Context: an optimization exercise on an open-source flow, tuned for small area. The choices shown serve that exercise and are no tape-out recipe.
The RTL was checked by simulation tests, not by an equivalence proof against the original design.
Power and IR drop assume default switching activity.

--- config.mk ---
export PLATFORM = sky130hd
export DESIGN_NAME = cpufinal
export DESIGN_NICKNAME = cpufinal
export VERILOG_FILES = /design/flow/design.v
export SDC_FILE = /design/flow/constraint.sdc
export NUM_CORES = 4
export LEC_CHECK = 0
export CAP_MARGIN = 0
export CORE_MARGIN = 2
export CORE_UTILIZATION = 65
export GPL_TIMING_DRIVEN = 0
export PLACE_DENSITY = 0.8
export SLEW_MARGIN = 0
--- constraint.sdc ---
create_clock -name core_clock -period 5.0 [get_ports {clk}]
set_input_delay 1.0000 -clock core_clock [delete_from_list [all_inputs] [get_ports {clk}]]
set_output_delay 1.0000 -clock core_clock [all_outputs]
set_load 0.01 [all_outputs]
--- design.v ---
module cpufinal (clk, rst, data, data_in, addr_out, out);
input clk, rst;
input [7:0] data_in, data;
output reg [7:0] addr_out, out;
localparam RA = 3'b100;  
localparam RB = 3'b101;  
localparam P  = 3'b111;  
localparam W1 = 3'b010;  
localparam W2 = 3'b011;  
localparam F  = 3'b000;  
localparam X  = 3'b001;  
reg [2:0] s;
reg [7:0] ir;             
reg [7:0] a;              
reg [7:0] pc;             
reg [1:0] reg1, reg2;     
reg [8:0] temp;           
reg [7:0] result;         
reg op2;                  
reg clear;                
reg [7:0] datareg;
reg [7:0] rf0, rf1, rf2, rf3;
wire st_step = s[2];
wire st_latch = s[1];
wire st_f = s == F;
wire st_x = s == X;
wire [3:0] op = ir[7:4];
wire is_alu = op <= 4'b1001;
wire is_clr = op == 4'b1010;
wire is_ld = op == 4'b1011;
wire is_jmp = op == 4'b1100;
wire is_jc = op == 4'b1101;
wire is_nop = ir == 8'hFF;
wire inc = op2 & temp[8];
genvar gi;
wire [9:0] tc_c;
wire [8:0] temp_c;
assign tc_c[0] = inc;
generate for (gi = 0; gi < 9; gi = gi + 1) begin : g_tc
	assign temp_c[gi] = temp[gi] ^ tc_c[gi];
	assign tc_c[gi+1] = temp[gi] & tc_c[gi];
end endgenerate
wire [8:0] pc_c;
wire [7:0] pc_inc;
assign pc_c[0] = 1'b1;
generate for (gi = 0; gi < 8; gi = gi + 1) begin : g_pc
	assign pc_inc[gi] = pc[gi] ^ pc_c[gi];
	assign pc_c[gi+1] = pc[gi] & pc_c[gi];
end endgenerate
wire carry = temp_c[8];
wire [1:0] rsel = st_f ? reg2 : reg1;
reg [7:0] rd;
always @* begin
	case (rsel)
		2'd0: rd = rf0;
		2'd1: rd = rf1;
		2'd2: rd = rf2;
		default: rd = rf3;
	endcase
end
wire [7:0] rd1 = rd;
wire [7:0] rd2 = result;
wire arith = op[3:2] == 2'b00 && op[1:0] != 2'b11;   
wire inv = op == 4'b0001 || op == 4'b0010 || op == 4'b0110;
wire bmask = op != 4'b0110;
wire and_op = op == 4'b0100;
wire or_op = op == 4'b0011;
wire shift = op == 4'b0111 || op[3];
wire [7:0] bb = (rd2 & {8{bmask}}) ^ {8{inv}};
wire [7:0] pp = rd1 ^ bb;
wire [7:0] gg = rd1 & bb;
wire [8:0] cc;
assign cc[0] = op == 4'b0001;
generate for (gi = 0; gi < 8; gi = gi + 1) begin : g_add
	assign cc[gi+1] = gg[gi] | (pp[gi] & cc[gi]);
end endgenerate
wire [7:0] lo = (pp ^ (cc[7:0] & {8{arith}})) | (gg & {8{or_op}});
wire [7:0] shl = {rd1[6:0], op[3] & rd1[7]};
wire [7:0] shr = {1'b0, rd1[7:1]};
wire [7:0] res8 = shift ? ((op[3] & ~op[0]) ? shr : shl) : and_op ? gg : lo;
wire [8:0] alu = {arith ? (inv ^ cc[8]) : temp[8], res8};
wire [1:0] wsel = (op <= 4'b0101 || is_ld) ? ir[1:0] : ir[3:2];
wire we = st_step && (is_alu || is_ld);
always @(posedge clk) begin
	result <= (st_f && is_alu) ? rd : temp_c[7:0];
	if (rst) begin
		s <= RA;
		ir <= 0;
		pc <= 8'h01;
		a <= 0;
		addr_out <= 0;
		out <= 0;
		datareg <= 0;
		temp <= 0;
	end else begin
		if (st_step || st_latch) begin
			if (s[0]) s <= F;
			else s <= {s[2:1], 1'b1};
		end else if (st_f) begin
			if (is_alu || is_clr || is_nop) s <= P;
			else s <= X;
		end else begin
			if (is_ld) s <= P;
			else if (is_jmp || is_jc) s <= W1;
		end
		if (st_latch) ir <= data_in;
		if (st_f) begin
			addr_out <= a;
			a <= pc;
			pc <= pc_inc;
		end
		if (st_x && (is_jmp || (is_jc && carry))) pc <= data;
		if ((st_f && is_alu) || (st_x && is_ld)) begin
			datareg <= st_f ? result : data;
			out <= datareg;
		end
		if (s == P && is_alu) temp <= alu;
	end
	if (s == P && is_alu) begin
		reg1 <= ir[3:2];
		reg2 <= ir[1:0];
	end
	if (st_f && is_alu) op2 <= op == 4'b0010;
	if (st_f && is_alu) clear <= 0;
	if (st_f && is_clr) clear <= 1;
	if (rst || clear) begin
		rf0 <= 0; rf1 <= 0; rf2 <= 0; rf3 <= 0;
	end else if (we) begin
		case (wsel)
			2'd0: rf0 <= datareg;
			2'd1: rf1 <= datareg;
			2'd2: rf2 <= datareg;
			default: rf3 <= datareg;
		endcase
	end
end
endmodule
--- flow/run.sh ---
#!/bin/bash
# The standard layout with three changes:
#  - synthesis maps the logic with an area-oriented ABC script (flow/area.abc,
#    built around ABC's &deepsyn, then a second choice-and-map pass)
#    instead of ORFS's speed script; everything
#    else in the synthesis, including the flip-flop mapping, is the standard flow's
#    standard synthesis;
#  - the port buffers are made from the smallest buffer cell;
#  - clock-tree synthesis uses clkbuf_8 and adds no dummy loads.
# All tool output goes to flow_make.log here and to ORFS's logs under orfs/.
set -euo pipefail
here=$(pwd)
sed "s|^  log_cmd abc {\*}\$abc_args|  log_cmd abc {*}[lreplace \$abc_args 1 1 $here/flow/area.abc]|" \
  "$FLOW_HOME/scripts/synth.tcl" > "$here/my_synth.tcl"
grep -q "flow/area.abc" "$here/my_synth.tcl"
sed "s|^source \$::env(SCRIPTS_DIR)/synth.tcl|source $here/my_synth.tcl|" \
  "$here/synth_recipe.tcl" > "$here/my_synth_recipe.tcl"
grep -q "my_synth.tcl" "$here/my_synth_recipe.tcl"
bash standard.sh "SYNTH_SCRIPT=$here/my_synth_recipe.tcl" \
  'BUFFER_PORTS_ARGS=-buffer_cell sky130_fd_sc_hd__buf_1' \
  'CTS_ARGS=-sink_clustering_enable -repair_clock_nets -buf_list sky130_fd_sc_hd__clkbuf_8 -dont_use_dummy_load' \
  finish > flow_make.log 2>&1
--- flow/area.abc ---
&get -n
&st
&deepsyn -J 1000 -T 900
&dch -f
&nf -R 1000
&put
strash
&get -n
&dch -f
&nf -R 1000
&put
--- standard.sh ---
#!/bin/bash
# synth_recipe.tcl (not shown) runs the flow's synth.tcl, then flattens the netlist and writes it again
# the make line also repeats each setting of config.mk as NAME=value (left out here)
make -C /OpenROAD-flow-scripts/flow DESIGN_CONFIG=/design/flow/config.mk WORK_HOME=/design/flow/orfs CLKGATE_MAP_FILE= SYNTH_SCRIPT=/design/flow/synth_recipe.tcl "${@:-finish}"
==> qor.csv <==
metric,value,unit
worst path bufs/invs,1,
status,no timing/DRC/antenna violations,
DP Worst Slack,-0.07329,ns
Synth area leaders,"dfxtp_1 (46%), a22o_1 (14%), ha_1 (6.3%)",
total routed wirelength,10540,um
Vias,3750,
mux contribution to synthesized area,0.009709,
Die Y,86.11,um
hold_ws,0.4776,ns
Top Metal Used,met4,
CTS Buffer Depth,2,
Most used DFF post-synth,dfxtp_1,
Layout area overhead,8.424,%
Clock transition at path regs,0.10,ns
setup tns final,0,ns
dpl cells,553,
# diodes,0,
post-route antenna net violation count,0,
die area,7414,sq um
Static Leak,1.914,nW
maximum vdd drop,0.2348,mV
Fin Clk Skew,0.02486,ns
"Arr. time, crit path",4.97,ns
Worst Max-Slew Pin Slew,1.180,ns
TritonCTS buffer count,9,
Yosys warning count,1,
Post-synth EDFFs,5,
Initial Util,0.6823,
Mapped Cells,442,
die width,86.11,um
RD Place Congestion,0.8700,
"most common cell after layout, fill and taps aside",dfxtp_1,
gr ovfl total,0,
wl on met1,4765,um
crit-path max FO,9,
Core Rows,29,
worst min-delay path class,flop to flop,
Syn Area/Cell,9.913,sq um
fin cells,562,
CP startpoint kind,flop,
FMAX,212.4,MHz
CP endpoint kind,flop,
Final setup viols,0,
final net count,527,
IO Port Bufs,33,
post-synth top area share,0.4615,
min Tclk post-route,4.708,ns
initial antenna violation count,0,
Critical R2R Launch,s[1]$_SDFFE_PP0P_,
Simple-Gate Fraction of Synth Area,0.1356,
"Seq/Total Area, Yosys",0.4957,
routed len/inst,18.75,um
largest net degree at the start of global routing,23,
power per cell area,335.7,nW/um^2
Post-synth ARST share,0,
All-Layer GR Usage,0.2925,
Post-Synth XOR/XNOR Area,0.001999,
met3 wire length,639,um
CP max stage cell,nor3_4,
clock sinks,106,
CP peak stage delay,0.44,ns
count of cell types in the netlist,36,
Max H-tree Level,3,
Yosys reg bits,106,
first-pass iteration count of the detailed router,5,
share of cells above drive strength 1,0.02474,
fraction of the mapped netlist area in compound gates,0.2847,
most frequent CP cell,a21o_1,
final hold violation count,0,
Syn Nets,482,
met2 routed WL,4930,um
wire length of the first global-routing pass,17030,um
# Post-CTS Setup Buffers,0,
most frequent cells in the layout,"dfxtp_1 (101), a22o_1 (69), nand2_1 (57), nor2_1 (40), buf_1 (33)",
post-layout util,0.7397,
Core Area,6422,sq um
Synth area leader,dfxtp_1,
Required @ worst endpoint,5.26,ns
DR vias/cell,6.673,
PnR worst setup slack,0.2923,ns
Worst Setup SP,s[1]$_SDFFE_PP0P_,
vias in the first global route,3467,
# IOs,34,
1st-iter DRT viols,267,
synthesized cell area,4382,sq um
Root Buffer Master,clkbuf_8,
fin crit share,0.9415,
HPWL after DPL,7640,um
Post-Synth Adder-Cell Area,0.06282,
Slew headroom,0.2116,
Hold Crit Start,addr_out[3]$_SDFFE_PP0P_,
crit-path cells,nor3_4 -> mux2i_1 -> nand2b_1 -> o22ai_1 -> nor2_1 -> o21ai_0 -> clkinv_1 -> ha_1 -> a21o_1 -> a21o_1 -> a21o_1 -> a21oi_1 -> nand2b_1 -> nand2b_1 -> a21o_1 -> a21o_1 -> a21oi_1 -> mux2_1 -> a211oi_1,
CTS tree,done,
Worst-Skew Late Latency,0.36,ns
CP Class,flop to flop,
DR DRC count,0,
Max Cap Viol,0,
dominant delay contributor by cell family on the critical path,compound AO/OA/AOI/OAI gates,
Max Slew Vio Count,0,
main combinational cell family by area after synthesis,compound AO/OA/AOI/OAI gates,
hold_buf cts,0,
==> path summary, 6_finish.rpt <==
path                         endpoint  slack [ns]  cells past startpoint
max              temp[8]$_SDFFE_PP0P_        0.29                     19
min          addr_out[3]$_SDFFE_PP0P_        0.48                      1
max reg2reg      temp[8]$_SDFFE_PP0P_        0.29                     19
min reg2reg  addr_out[3]$_SDFFE_PP0P_        0.48                      1
==> cells in the mapped netlist, drive strengths merged (7+ instances only) <==
cell and n:
o22ai 17, nand2b 9, nor2 40, a22o 69
ha 22, o21ai 19, a21oi 7, a22oi 11
clkinv 11, o31ai 7, nand2 57, dfxtp 101
a222oi 8
==> layout make-up <==
class	instances	area (sq um)
multi-input cells	325	2186
flip-flops and latches	106	2172
fillers	493	1672
clock buffers	9	123.9
repair buffers	34	131.4
inverters	11	41.29
well taps	77	96.34
==> through the flow <==
| step | cell area [sq um] | total power [mW] |
|---|---|---|
| final | 4751 | 1.595 |
| after global routing | 4751 | 1.670 |
| after CTS | 4745 | 1.598 |
| after detailed placement | 4616 | 1.199 |
| after global placement | 4602 | 1.189 |
| after floorplan | 4382 | 1.117 |
==> kinds of logic (layout without fill, tap and decap cells) <==
logic type / Yosys count / after routing
AO/OA/AOI/OAI: 163 / 163
AND/OR/NAND/NOR: 135 / 135
flip-flops: 106 / 106
adder cells (fa/ha/maj): 22 / 22
buffers and inverters: 11 / 54
multiplexers: 4 / 4
XOR/XNOR: 1 / 1
==> power by group <==
part	internal, mW	leakage [nW]	switching, mW
Sequential	0.882	0.865	0.0405
Combinational	0.0905	0.984	0.176
Clock	0.162	0.0647	0.244
Total	1.13	1.91	0.460
==> layer usage <==
layer	vias up	global-route usage
met2	152	0.4616
met3	19	0.05967
li1	1795	-
met4	0	0.07504
met1	1784	0.4119
met5	-	0
==> state kept, by name, summed over array words and instances (netlist names), 2 cells and up <==
signal	count
reg1	2
ir	8
reg2	2
rf3	8
rf2	8
addr_out	8
rf1	8
s	3
out	8
a	8
pc	8
temp	9
datareg	8
rf0	8
result	8
==> timing repair <==
| item | CTS | global route |
|---|---|---|
| endpoints found under the setup margin | 1 | 1 |
| pin swaps | 0 | 0 |
| gates resized for setup | 1 | 1 |

[what the ideal ports hide]
No port has a modelled driver above. Below, the same layout with a new extraction and two added sets of constraints. Step 1 (the two cells are an assumption about what drives the block):
set clk [get_ports {clk}]
set_driving_cell -lib_cell sky130_fd_sc_hd__clkbuf_16 $clk
set_driving_cell -lib_cell sky130_fd_sc_hd__buf_2 [delete_from_list [all_inputs] $clk]
Step 2 times the ports against the registers' clock, not the clock port: input delays grow and output delays shrink by t, the midpoint of the rising clock arrivals with the driver on. Slacks: ideal / step 1 / step 2; pairs: ideal / step 1.
shift t [ns]: 0.380
setup WS [ns]: 0.292 / 0.292 / 0.292
slew at the worst register clock pin (ns): 0.10 / 0.10
worst slew at a driven data input, ns: 0.03
After both steps this run still meets setup and hold. For this run, drivers alone change the setup slack by 0.000 ns; drivers and shift together by 0.000 ns.
